From an optimization exercise on the open Yosys and OpenROAD flow, aimed at small area; shortcuts taken in it are not production practice. RTL that was checked went through simulation tests only; none was proved equivalent to the original. The clock port is modelled as an ideal driver; clocking choices that lean on that would not hold on a real chip. Power and IR drop assume default switching activity.

v52:
// BusHarness
module BusHarness(input clk, input reset,
    input [31:0] io_jtag_haddr,
    input  io_jtag_hwrite,
    input [2:0] io_jtag_hsize,
    input [2:0] io_jtag_hburst,
    input [3:0] io_jtag_hprot,
    input [1:0] io_jtag_htrans,
    input  io_jtag_hmastlock,
    input [31:0] io_jtag_hwdata,
    output[31:0] io_jtag_hrdata,
    output io_jtag_hready,
    output io_jtag_hresp,
    input [31:0] io_dmem_haddr,
    input  io_dmem_hwrite,
    input [2:0] io_dmem_hsize,
    input [2:0] io_dmem_hburst,
    input [3:0] io_dmem_hprot,
    input [1:0] io_dmem_htrans,
    input  io_dmem_hmastlock,
    input [31:0] io_dmem_hwdata,
    output[31:0] io_dmem_hrdata,
    output io_dmem_hready,
    output io_dmem_hresp,
    input [31:0] io_imem_haddr,
    input  io_imem_hwrite,
    input [2:0] io_imem_hsize,
    input [2:0] io_imem_hburst,
    input [3:0] io_imem_hprot,
    input [1:0] io_imem_htrans,
    input  io_imem_hmastlock,
    input [31:0] io_imem_hwdata,
    output[31:0] io_imem_hrdata,
    output io_imem_hready,
    output io_imem_hresp,
    output[31:0] io_uart_paddr,
    output io_uart_pwrite,
    output io_uart_psel,
    output io_uart_penable,
    output[31:0] io_uart_pwdata,
    input [31:0] io_uart_prdata,
    input  io_uart_pready,
    input  io_uart_pslverr,
    output[31:0] io_spi_paddr,
    output io_spi_pwrite,
    output io_spi_psel,
    output io_spi_penable,
    output[31:0] io_spi_pwdata,
    input [31:0] io_spi_prdata,
    input  io_spi_pready,
    input  io_spi_pslverr,
    output[31:0] io_i2c_paddr,
    output io_i2c_pwrite,
    output io_i2c_psel,
    output io_i2c_penable,
    output[31:0] io_i2c_pwdata,
    input [31:0] io_i2c_prdata,
    input  io_i2c_pready,
    input  io_i2c_pslverr,
    output[31:0] io_datamem_haddr,
    output io_datamem_hwrite,
    output[2:0] io_datamem_hsize,
    output[2:0] io_datamem_hburst,
    output[3:0] io_datamem_hprot,
    output[1:0] io_datamem_htrans,
    output io_datamem_hmastlock,
    output[31:0] io_datamem_hwdata,
    input [31:0] io_datamem_hrdata,
    output io_datamem_hsel,
    output io_datamem_hreadyin,
    input  io_datamem_hreadyout,
    input  io_datamem_hresp,
    output[31:0] io_codemem_haddr,
    output io_codemem_hwrite,
    output[2:0] io_codemem_hsize,
    output[2:0] io_codemem_hburst,
    output[3:0] io_codemem_hprot,
    output[1:0] io_codemem_htrans,
    output io_codemem_hmastlock,
    output[31:0] io_codemem_hwdata,
    input [31:0] io_codemem_hrdata,
    output io_codemem_hsel,
    output io_codemem_hreadyin,
    input  io_codemem_hreadyout,
    input  io_codemem_hresp
);
Settings: LEC_CHECK=0, ABC_AREA=1, CAP_MARGIN=20, CORE_AREA=4 4 276 276, DIE_AREA=0 0 280 280, PLACE_DENSITY=0.6, SLEW_MARGIN=20; clock period 8.0 ns.
standard.sh (not shown) runs the stock make flow with config.mk's settings and CLKGATE_MAP_FILE= SYNTH_SCRIPT=/design/flow/synth_recipe.tcl, a recipe that flattens the netlist after the stock synthesis.
==> flow/flow/run.sh <==
#!/bin/bash
# Standard ORFS layout with three changes:
#  - ABC maps the logic with an area-oriented script (flow/abc_area.script, used in
#    place of ORFS's abc_area.script; flip-flop mapping is untouched),
#  - port buffers use the smallest buffer cell (buf_1),
#  - after CTS, each clock buffer that drives flip-flops is sized to the smallest
#    clkbuf that keeps its flip-flops' clock slew low (flow/post_cts.tcl).
set -euo pipefail
W=$(pwd)
rm -rf "$W/orfs_scripts"
cp -r "$FLOW_HOME/scripts" "$W/orfs_scripts"
cp "$W/flow/abc_area.script" "$W/orfs_scripts/abc_area.script"
export SCRIPTS_DIR="$W/orfs_scripts"
export BUFFER_PORTS_ARGS="-buffer_cell sky130_fd_sc_hd__buf_1"
export POST_CTS_TCL="$W/flow/post_cts.tcl"
bash standard.sh finish > flow_make.log 2>&1
==> flow/flow/abc_area.script <==
strash
dch
amap
strash
dch
amap
topo
==> flow/flow/post_cts.tcl <==
# Size each clock-tree buffer to the smallest clkbuf whose clock pins keep a low slew.
set clk_slew_target 0.115
set clk_cands {sky130_fd_sc_hd__clkbuf_4 sky130_fd_sc_hd__clkbuf_8 sky130_fd_sc_hd__clkbuf_16}
proc clk_sink_slew {inst} {
  set worst 0.0
  set out [get_pins -of_objects $inst -filter "direction == output"]
  foreach p [get_pins -of_objects [get_nets -of_objects $out] -filter "direction == input"] {
    set s [get_property $p slew_max]
    if {$s > $worst} { set worst $s }
  }
  return $worst
}
estimate_parasitics -placement
set leaves {}
foreach inst [get_cells clkbuf_*] {
  set out [get_pins -of_objects $inst -filter "direction == output"]
  set ff 0
  foreach p [get_pins -of_objects [get_nets -of_objects $out] -filter "direction == input"] {
    if {[get_property $p is_clock]} { incr ff }
  }
  # only buffers that drive flip-flops directly
  set is_leaf 1
  foreach p [get_pins -of_objects [get_nets -of_objects $out] -filter "direction == input"] {
    if {[string match "*clkbuf*" [get_property [get_cells -of_objects $p] ref_name]]} { set is_leaf 0 }
  }
  if {$is_leaf} { lappend leaves $inst }
}
foreach inst $leaves {
  set orig [get_property $inst ref_name]
  foreach c $clk_cands {
    replace_cell $inst $c
    estimate_parasitics -placement
    set s [clk_sink_slew $inst]
    if {$s <= $clk_slew_target || $c eq [lindex $clk_cands end]} {
      puts "clock buffer [get_full_name $inst]: $orig -> $c (sink slew [format %.3f $s])"
      break
    }
  }
}

# legalize after the size changes
detailed_placement
check_placement -verbose
--- input diff v52..v13 ---
==> flow/flow/abc_area.script <==
strash
dch
amap -F 4 -A 10
strash
dch
amap -F 4 -A 10
topo
==> run summary <==
Looking at via count across v52 and v13, the one that comes out lower is v52.
Summary: with v52 as the reference, non-clock buffer count in v13 moved up slightly.
As of v13, routed wire length had fallen by a few percent compared to v52.
Delta (v13 minus v52): final clock period utilization by the worst path picked up an extra 0.73 points, number of vias per cell picked up an extra 0.11, register-to-register slack picked up an extra 840 ps.
Summary of v13 over v52: slew at the pin closest to its max-slew limit saw an increase, share of layout cells above drive strength 1 saw an increase, final instance area saw an increase, final RePlAce weighted congestion saw a decrease.
Diff v52 -> v13 | worst setup slack | decrease of 59 ps
What v38 does differently from v13 at the input level:
==> flow/flow/abc_area.script <==
strash
dch
amap
strash
dch
amap
topo
diff --git a/flow/flow/post_cts.tcl b/flow/flow/post_cts.tcl
--- a/flow/flow/post_cts.tcl
+++ b/flow/flow/post_cts.tcl
@@ -1,4 +1,4 @@
 # Size each clock-tree buffer to the smallest clkbuf whose clock pins keep a low slew.
-set clk_slew_target 0.115
+set clk_slew_target 0.105
 set clk_cands {sky130_fd_sc_hd__clkbuf_4 sky130_fd_sc_hd__clkbuf_8 sky130_fd_sc_hd__clkbuf_16}
 proc clk_sink_slew {inst} {
--- outcome ---
- Total power after layout: v13 vs v38, no meaningful difference
- v38: mean area per synthesized cell is about 4% lower than what v13 reported.
- Summary — share of the clock period used by the worst path, v38 relative to v13: lower, by 1.9 points.
- Count of filler cells inserted in the layout grows by a few percent when moving from v13 to v38.
- Looking at cell area, v38 sits 150 um2 lower than v13 does.
- Total leakage power: v13 and v38 compared, higher one is v13
- The count of clock-buffer cells in the layout number comes out lower for v13 vs v38.
- v38 vs v13, instance count: v38 higher
- There was hardly any difference in routed via count between v13 and v38.
Input changes introduced in v36 (baseline for comparison: v38):
- swapping 0.6 for 0.8 in PLACE_DENSITY
diff --git a/flow/flow/post_cts.tcl b/flow/flow/post_cts.tcl
--- a/flow/flow/post_cts.tcl
+++ b/flow/flow/post_cts.tcl
@@ -1,4 +1,4 @@
 # Size each clock-tree buffer to the smallest clkbuf whose clock pins keep a low slew.
-set clk_slew_target 0.105
+set clk_slew_target 0.115
 set clk_cands {sky130_fd_sc_hd__clkbuf_4 sky130_fd_sc_hd__clkbuf_8 sky130_fd_sc_hd__clkbuf_16}
 proc clk_sink_slew {inst} {
### Flow results
- Of the two values seen for launching element of the worst setup path, skb_valid[2] was produced by v38 and skb_valid[1] by v36.
- Final area essentially unchanged between v36 and v38.
- Taking v38 as the reference, in v36 count of plain and timing-repair buffers went down, final hold slack grew by 10 ps, clock-buffer cell count higher, core utilization closely matched the old numbers.
- [diff] clock skew, v36 relative to v38: regression

Another version of the RTL of BusHarness (not shown whole).
Size: about 1400 cells after synthesis, about 170 flip-flops, roughly 12000 um2 of cells after synthesis.
==> flow/config.mk <==
export PLATFORM = sky130hd
export DESIGN_NAME = BusHarness
export DESIGN_NICKNAME = BusHarness
export VERILOG_FILES = /design/flow/design.v
export SDC_FILE = /design/flow/constraint.sdc
export NUM_CORES = 4
export LEC_CHECK = 0
export ABC_AREA = 1
export CAP_MARGIN = 20
export CORE_AREA = 4 4 276 276
export DIE_AREA = 0 0 280 280
export PLACE_DENSITY = 0.6
export SLEW_MARGIN = 20
==> flow/constraint.sdc <==
create_clock -name core_clock -period 8.0 [get_ports {clk}]
set_input_delay 1.6000 -clock core_clock [delete_from_list [all_inputs] [get_ports {clk}]]
set_output_delay 1.6000 -clock core_clock [all_outputs]
set_load 0.01 [all_outputs]
==> flow/flow/run.sh <==
#!/bin/bash
# Standard ORFS layout with two changes:
#  - ABC maps the logic with an area-oriented script (flow/abc_area.script, used in
#    place of ORFS's abc_area.script; flip-flop mapping is untouched),
#  - port buffers use the smallest buffer cell (buf_1).
set -euo pipefail
W=$(pwd)
rm -rf "$W/orfs_scripts"
cp -r "$FLOW_HOME/scripts" "$W/orfs_scripts"
cp "$W/flow/abc_area.script" "$W/orfs_scripts/abc_area.script"
export SCRIPTS_DIR="$W/orfs_scripts"
export BUFFER_PORTS_ARGS="-buffer_cell sky130_fd_sc_hd__buf_1"
bash standard.sh finish > flow_make.log 2>&1
==> flow/flow/abc_area.script <==
strash
dch
amap
strash
dch
amap
topo
The first run finished with timing, DRC and antenna clean.
Change:
--- a/flow/config.mk
+++ b/flow/config.mk
@@ -9,4 +9,7 @@
 export CAP_MARGIN = 20
-export CORE_AREA = 4 4 276 276
-export DIE_AREA = 0 0 280 280
+export CELL_PAD_IN_SITES_DETAIL_PLACEMENT = 1
+export CELL_PAD_IN_SITES_GLOBAL_PLACEMENT = 1
+export CORE_AREA = 4 4 206 206
+export CTS_BUF_LIST = sky130_fd_sc_hd__clkbuf_4
+export DIE_AREA = 0 0 210 210
 export PLACE_DENSITY = 0.6
After rerunning: The changed run died in 3_2_place_iop. Synthesized area does not change. Synthesized cell count stays the same.
Change:
--- a/flow/config.mk
+++ b/flow/config.mk
@@ -9,7 +9,5 @@
 export CAP_MARGIN = 20
-export CELL_PAD_IN_SITES_DETAIL_PLACEMENT = 1
-export CELL_PAD_IN_SITES_GLOBAL_PLACEMENT = 1
-export CORE_AREA = 4 4 206 206
-export CTS_BUF_LIST = sky130_fd_sc_hd__clkbuf_4
-export DIE_AREA = 0 0 210 210
+export CORE_AREA = 4 4 276 276
+export CTS_BUF_LIST = sky130_fd_sc_hd__clkbuf_8
+export DIE_AREA = 0 0 280 280
 export PLACE_DENSITY = 0.6
What happened: This time the run completed without violations; synthesized area does not change; synthesized cell count does not change.

## exp/zinc
Another version of the RTL of BusHarness (not shown whole).
Size: about 1400 cells after synthesis, roughly 160 flip-flops, ~870 I/O pins, about 11000 µm² of cells after synthesis.
export LEC_CHECK = 0
export ABC_AREA = 1
export CAP_MARGIN = 5
export CORE_AREA = 4 4 276 276
export DIE_AREA = 0 0 280 280
export PLACE_DENSITY = 0.6
export SLEW_MARGIN = 5
create_clock -name core_clock -period 8.0 [get_ports {clk}]
==> flow/flow/run.sh <==
#!/bin/bash
# Standard ORFS layout with three changes:
#  - ABC maps the logic with an area-oriented script (flow/abc_area.script, used in
#    place of ORFS's abc_area.script; flip-flop mapping is untouched),
#  - port buffers use the smallest buffer cell (buf_1),
#  - after CTS, each clock buffer that drives flip-flops is sized to the smallest
#    clkbuf that keeps its flip-flops' clock slew low (flow/post_cts.tcl).
set -euo pipefail
W=$(pwd)
rm -rf "$W/orfs_scripts"
cp -r "$FLOW_HOME/scripts" "$W/orfs_scripts"
cp "$W/flow/abc_area.script" "$W/orfs_scripts/abc_area.script"
export SCRIPTS_DIR="$W/orfs_scripts"
export BUFFER_PORTS_ARGS="-buffer_cell sky130_fd_sc_hd__buf_1"
export POST_CTS_TCL="$W/flow/post_cts.tcl"
bash standard.sh finish > flow_make.log 2>&1
==> flow/flow/post_cts.tcl <==
# Size each clock-tree buffer to the smallest clkbuf whose clock pins keep a low slew.
set clk_slew_target 0.105
set clk_cands {sky130_fd_sc_hd__clkbuf_4 sky130_fd_sc_hd__clkbuf_8 sky130_fd_sc_hd__clkbuf_16}
proc clk_sink_slew {inst} {
  set worst 0.0
  set out [get_pins -of_objects $inst -filter "direction == output"]
  foreach p [get_pins -of_objects [get_nets -of_objects $out] -filter "direction == input"] {
    set s [get_property $p slew_max]
    if {$s > $worst} { set worst $s }
  }
  return $worst
}
estimate_parasitics -placement
set leaves {}
foreach inst [get_cells clkbuf_*] {
  set out [get_pins -of_objects $inst -filter "direction == output"]
  set ff 0
  foreach p [get_pins -of_objects [get_nets -of_objects $out] -filter "direction == input"] {
    if {[get_property $p is_clock]} { incr ff }
  }
  # only buffers that drive flip-flops directly
  set is_leaf 1
  foreach p [get_pins -of_objects [get_nets -of_objects $out] -filter "direction == input"] {
    if {[string match "*clkbuf*" [get_property [get_cells -of_objects $p] ref_name]]} { set is_leaf 0 }
  }
  if {$is_leaf} { lappend leaves $inst }
}
foreach inst $leaves {
  set orig [get_property $inst ref_name]
  foreach c $clk_cands {
    replace_cell $inst $c
    estimate_parasitics -placement
    set s [clk_sink_slew $inst]
    if {$s <= $clk_slew_target || $c eq [lindex $clk_cands end]} {
      puts "clock buffer [get_full_name $inst]: $orig -> $c (sink slew [format %.3f $s])"
      break
    }
  }
}

# legalize after the size changes
detailed_placement
check_placement -verbose
Scripts as last shown in full above: flow/flow/abc_area.script
exp/zinc went all the way through the flow, and no timing, DRC or antenna check failed.
--- input diff exp/zinc..exp/lagoon ---
Settings: a change of CAP_MARGIN from 5 to 20; a change of SLEW_MARGIN from 5 to 20.
--- outcome ---
Comparing exp/zinc against exp/lagoon, there is no change at all in die area.
Total setup violations reported at the end of the flow came out exactly the same in exp/zinc and exp/lagoon.
Going from exp/zinc to exp/lagoon, the power was found to have gone down by 0.56%.
[compare] base=exp/zinc new=exp/lagoon: share of total power in the clock network -0.6 points; clock power -5.3%.
The inputs of exp/quartz differ from those of exp/lagoon as listed below.
--- a/flow/flow/run.sh
+++ b/flow/flow/run.sh
@@ -14,3 +14,5 @@
 export BUFFER_PORTS_ARGS="-buffer_cell sky130_fd_sc_hd__buf_1"
 export POST_CTS_TCL="$W/flow/post_cts.tcl"
+# at floorplan, remove the synthesis buffers instead of a timing repair on wire-load models
+export REMOVE_ABC_BUFFERS=1
 bash standard.sh finish > flow_make.log 2>&1
## What came out
- exp/quartz: no failed stages, no open violations at the end
- exp/quartz against exp/lagoon: number of nets in the finished design held; layout overhead on the synthesized area went up.
- ~same area of all placed cells without fillers in exp/quartz and exp/lagoon
- Compared with exp/lagoon, exp/quartz has less setup slack.

job 9988:
Another version of the RTL of BusHarness (not shown whole).
For scale: about 1400 cells after synthesis, about 870 I/O pins, about 0.011 mm² of cells after synthesis.
==> flow/design.v (excerpt) <==
module BusHarness(input clk, input reset,
    input [31:0] io_jtag_haddr,
    input  io_jtag_hwrite,
    input [2:0] io_jtag_hsize,
    input [2:0] io_jtag_hburst,
    input [3:0] io_jtag_hprot,
    input [1:0] io_jtag_htrans,
    input  io_jtag_hmastlock,
    input [31:0] io_jtag_hwdata,
    output[31:0] io_jtag_hrdata,
    output io_jtag_hready,
    output io_jtag_hresp,
    input [31:0] io_dmem_haddr,
    input  io_dmem_hwrite,
    input [2:0] io_dmem_hsize,
    input [2:0] io_dmem_hburst,
    input [3:0] io_dmem_hprot,
    input [1:0] io_dmem_htrans,
    input  io_dmem_hmastlock,
    input [31:0] io_dmem_hwdata,
    output[31:0] io_dmem_hrdata,
    output io_dmem_hready,
    output io_dmem_hresp,
    input [31:0] io_imem_haddr,
    input  io_imem_hwrite,
    input [2:0] io_imem_hsize,
    input [2:0] io_imem_hburst,
    input [3:0] io_imem_hprot,
    input [1:0] io_imem_htrans,
    input  io_imem_hmastlock,
    input [31:0] io_imem_hwdata,
    output[31:0] io_imem_hrdata,
    output io_imem_hready,
    output io_imem_hresp,
    output[31:0] io_uart_paddr,
    output io_uart_pwrite,
    output io_uart_psel,
    output io_uart_penable,
    output[31:0] io_uart_pwdata,
    input [31:0] io_uart_prdata,
    input  io_uart_pready,
    input  io_uart_pslverr,
    output[31:0] io_spi_paddr,
    output io_spi_pwrite,
    output io_spi_psel,
    output io_spi_penable,
    output[31:0] io_spi_pwdata,
    input [31:0] io_spi_prdata,
    input  io_spi_pready,
    input  io_spi_pslverr,
    output[31:0] io_i2c_paddr,
    output io_i2c_pwrite,
    output io_i2c_psel,
    output io_i2c_penable,
    output[31:0] io_i2c_pwdata,
    input [31:0] io_i2c_prdata,
    input  io_i2c_pready,
    input  io_i2c_pslverr,
    output[31:0] io_datamem_haddr,
    output io_datamem_hwrite,
    output[2:0] io_datamem_hsize,
    output[2:0] io_datamem_hburst,
    output[3:0] io_datamem_hprot,
    output[1:0] io_datamem_htrans,
    output io_datamem_hmastlock,
    output[31:0] io_datamem_hwdata,
    input [31:0] io_datamem_hrdata,
    output io_datamem_hsel,
    output io_datamem_hreadyin,
    input  io_datamem_hreadyout,
    input  io_datamem_hresp,
    output[31:0] io_codemem_haddr,
    output io_codemem_hwrite,
    output[2:0] io_codemem_hsize,
    output[2:0] io_codemem_hburst,
    output[3:0] io_codemem_hprot,
    output[1:0] io_codemem_htrans,
    output io_codemem_hmastlock,
    output[31:0] io_codemem_hwdata,
    input [31:0] io_codemem_hrdata,
    output io_codemem_hsel,
    output io_codemem_hreadyin,
    input  io_codemem_hreadyout,
    input  io_codemem_hresp
);
export LEC_CHECK = 0
export ABC_AREA = 1
export CAP_MARGIN = 20
export CELL_PAD_IN_SITES_DETAIL_PLACEMENT = 1
export CELL_PAD_IN_SITES_GLOBAL_PLACEMENT = 1
export CORE_AREA = 4 4 276 276
export CTS_BUF_LIST = sky130_fd_sc_hd__clkbuf_8 sky130_fd_sc_hd__clkbuf_16
export DIE_AREA = 0 0 280 280
export PLACE_DENSITY = 0.6
export SLEW_MARGIN = 20
create_clock -name core_clock -period 8.0 [get_ports {clk}]
==> flow/flow/run.sh <==
#!/bin/bash
# Standard ORFS layout with two changes:
#  - ABC maps the logic with an area-oriented script (flow/abc_area.script, used in
#    place of ORFS's abc_area.script; flip-flop mapping is untouched),
#  - port buffers use the smallest buffer cell (buf_1).
set -euo pipefail
W=$(pwd)
rm -rf "$W/orfs_scripts"
cp -r "$FLOW_HOME/scripts" "$W/orfs_scripts"
cp "$W/flow/abc_area.script" "$W/orfs_scripts/abc_area.script"
export SCRIPTS_DIR="$W/orfs_scripts"
export BUFFER_PORTS_ARGS="-buffer_cell sky130_fd_sc_hd__buf_1"
bash standard.sh finish > flow_make.log 2>&1
Scripts as last shown in full above: flow/flow/abc_area.script
Job 9988: no failed stages, no open violations at the end
What job 6351 does differently from job 9988 at the input level:
Settings: CELL_PAD_IN_SITES_GLOBAL_PLACEMENT no longer set, was 1; CELL_PAD_IN_SITES_DETAIL_PLACEMENT no longer set, was 1; CTS_BUF_LIST no longer set, was sky130_fd_sc_hd__clkbuf_8 sky130_fd_sc_hd__clkbuf_16; PLACE_DENSITY now 0.35, was 0.6.
Findings:
The higher share of total power in sequential cells of job 6351 and job 9988 is in job 9988.
Compare job 6351 and job 9988 | number of filler instances in the final layout higher: job 9988
As far as count of inverters other than clock inverters in the layout goes, job 9988 and job 6351 are indistinguishable; the numbers are identical.
Sink count of the clock tree: job 9988 vs job 6351 identical
Delta (job 6351 minus job 9988): detailed-route wire length on metal 1 went up by about 9%; initial antenna violation count increased 40%.
Comparing post-route minimum period for job 6351 and job 9988, the smaller number came from job 6351.
Between job 6351 and job 9988, the difference in number of ordinary and repair buffers in the finished layout is negligible.
Proportion of cell area occupied by multi-input gates across job 6351 and job 9988: no real change.
Modified inputs, job 3130 compared to job 6351
Settings: a change of PLACE_DENSITY from 0.35 to 0.6.
--- a/flow/flow/run.sh
+++ b/flow/flow/run.sh
@@ -2 +2 @@
-# Standard ORFS layout with two changes:
+# Standard ORFS layout with three changes:
@@ -5 +5,3 @@
-#  - port buffers use the smallest buffer cell (buf_1).
+#  - port buffers use the smallest buffer cell (buf_1),
+#  - after CTS, each clock buffer that drives flip-flops is sized to the smallest
+#    clkbuf that keeps its flip-flops' clock slew low (flow/post_cts.tcl).
@@ -12,0 +15 @@
+export POST_CTS_TCL="$W/flow/post_cts.tcl"
==> flow/flow/post_cts.tcl (new file) <==
# Size each clock-tree buffer to the smallest clkbuf whose clock pins keep a low slew.
set clk_slew_target 0.105
set clk_cands {sky130_fd_sc_hd__clkbuf_4 sky130_fd_sc_hd__clkbuf_8 sky130_fd_sc_hd__clkbuf_16}
proc clk_sink_slew {inst} {
  set worst 0.0
  set out [get_pins -of_objects $inst -filter "direction == output"]
  foreach p [get_pins -of_objects [get_nets -of_objects $out] -filter "direction == input"] {
    set s [get_property $p slew_max]
    if {$s > $worst} { set worst $s }
  }
  return $worst
}
estimate_parasitics -placement
set leaves {}
foreach inst [get_cells clkbuf_*] {
  set out [get_pins -of_objects $inst -filter "direction == output"]
  set ff 0
  foreach p [get_pins -of_objects [get_nets -of_objects $out] -filter "direction == input"] {
    if {[get_property $p is_clock]} { incr ff }
  }
  # only buffers that drive flip-flops directly
  set is_leaf 1
  foreach p [get_pins -of_objects [get_nets -of_objects $out] -filter "direction == input"] {
    if {[string match "*clkbuf*" [get_property [get_cells -of_objects $p] ref_name]]} { set is_leaf 0 }
  }
  if {$is_leaf} { lappend leaves $inst }
}
foreach inst $leaves {
  set orig [get_property $inst ref_name]
  foreach c $clk_cands {
    replace_cell $inst $c
    estimate_parasitics -placement
    set s [clk_sink_slew $inst]
    if {$s <= $clk_slew_target || $c eq [lindex $clk_cands end]} {
      puts "clock buffer [get_full_name $inst]: $orig -> $c (sink slew [format %.3f $s])"
      break
    }
  }
}

# legalize after the size changes
detailed_placement
check_placement -verbose
Results
- Having completed the whole flow, job 3130 delivered a layout that passed the timing, design-rule and antenna checks.
- [job 3130] proportion of power drawn by combinational gates rose 0.7 points relative to job 6351
- Job 3130 vs job 6351: share of the clock period used by the worst path up
- Cell at the slowest stage of the critical path = sky130_fd_sc_hd__a222oi_1: job 3130; cell at the slowest stage of the critical path = sky130_fd_sc_hd__nor2_4: job 6351
- Job 3130 vs. job 6351: global routing usage on met3 went up by 1.5 points.
- Number of buffer and inverter stages on the critical path in job 3130 is 1 lower than in job 6351
- Summary — setup slack, job 3130 relative to job 6351: lower, by 0.17 ns.
- Number of global-route vias before repair: job 3130 vs job 6351 down 735
- Between job 3130 and job 6351, it is job 3130 whose critical path depth is lower, by 2.
Function was not checked in any run of this note: the RTL went through the layout flow alone.

==> separate check: timing with driven ports <==
How much do the figures lean on ideal ports? The routed layouts below were timed once more, with nothing changed but the port constraints. Step 1 sets driving cells, clkbuf_16 on the clock port and buf_2 on the other inputs (assumed; they add their load-dependent delay and slew). Step 2 moves the port delays by t, midway between the first and last clock arrival at a register: inputs arrive t later, outputs are due t later. That takes back most of the time a late clock gives input paths. Slacks: ideal / step 1 / step 2; pairs: ideal / step 1.
run | shift t [ns] | setup slack, ns | hold WS [ns] | latest minus earliest clock arrival (ns)
v52 | 0.444 | 0.434 / 0.386 / 0.830 | 0.495 / 0.495 / 0.495 | 0.028 / 0.028
v13 | 0.450 | 0.375 / 0.327 / 0.777 | 0.509 / 0.509 / 0.509 | 0.033 / 0.033
v38 | 0.448 | 0.529 / 0.482 / 0.929 | 0.497 / 0.497 / 0.497 | 0.021 / 0.021
v36 | 0.443 | 0.418 / 0.373 / 0.816 | 0.507 / 0.507 / 0.507 | 0.037 / 0.037
the first run of note 2 | 0.483 | 0.513 / 0.471 / 0.954 | 0.493 / 0.493 / 0.493 | 0.018 / 0.018
the third run of note 2 | 0.536 | 0.452 / 0.414 / 0.950 | 0.502 / 0.502 / 0.502 | 0.028 / 0.027
exp/zinc | 0.449 | 0.568 / 0.518 / 0.967 | 0.495 / 0.495 / 0.495 | 0.020 / 0.020
exp/lagoon | 0.448 | 0.637 / 0.589 / 1.037 | 0.496 / 0.496 / 0.496 | 0.023 / 0.024
exp/quartz | 0.450 | 0.488 / 0.437 / 0.887 | 0.492 / 0.492 / 0.492 | 0.018 / 0.018
job 9988 | 0.492 | 0.667 / 0.616 / 1.108 | 0.490 / 0.490 / 0.490 | 0.018 / 0.018
job 6351 | 0.499 | 0.832 / 0.779 / 1.215 | 0.486 / 0.486 / 0.486 | 0.024 / 0.024
job 3130 | 0.459 | 0.663 / 0.611 / 1.070 | 0.483 / 0.483 / 0.483 | 0.022 / 0.022
After both steps every run listed still meets setup and hold.
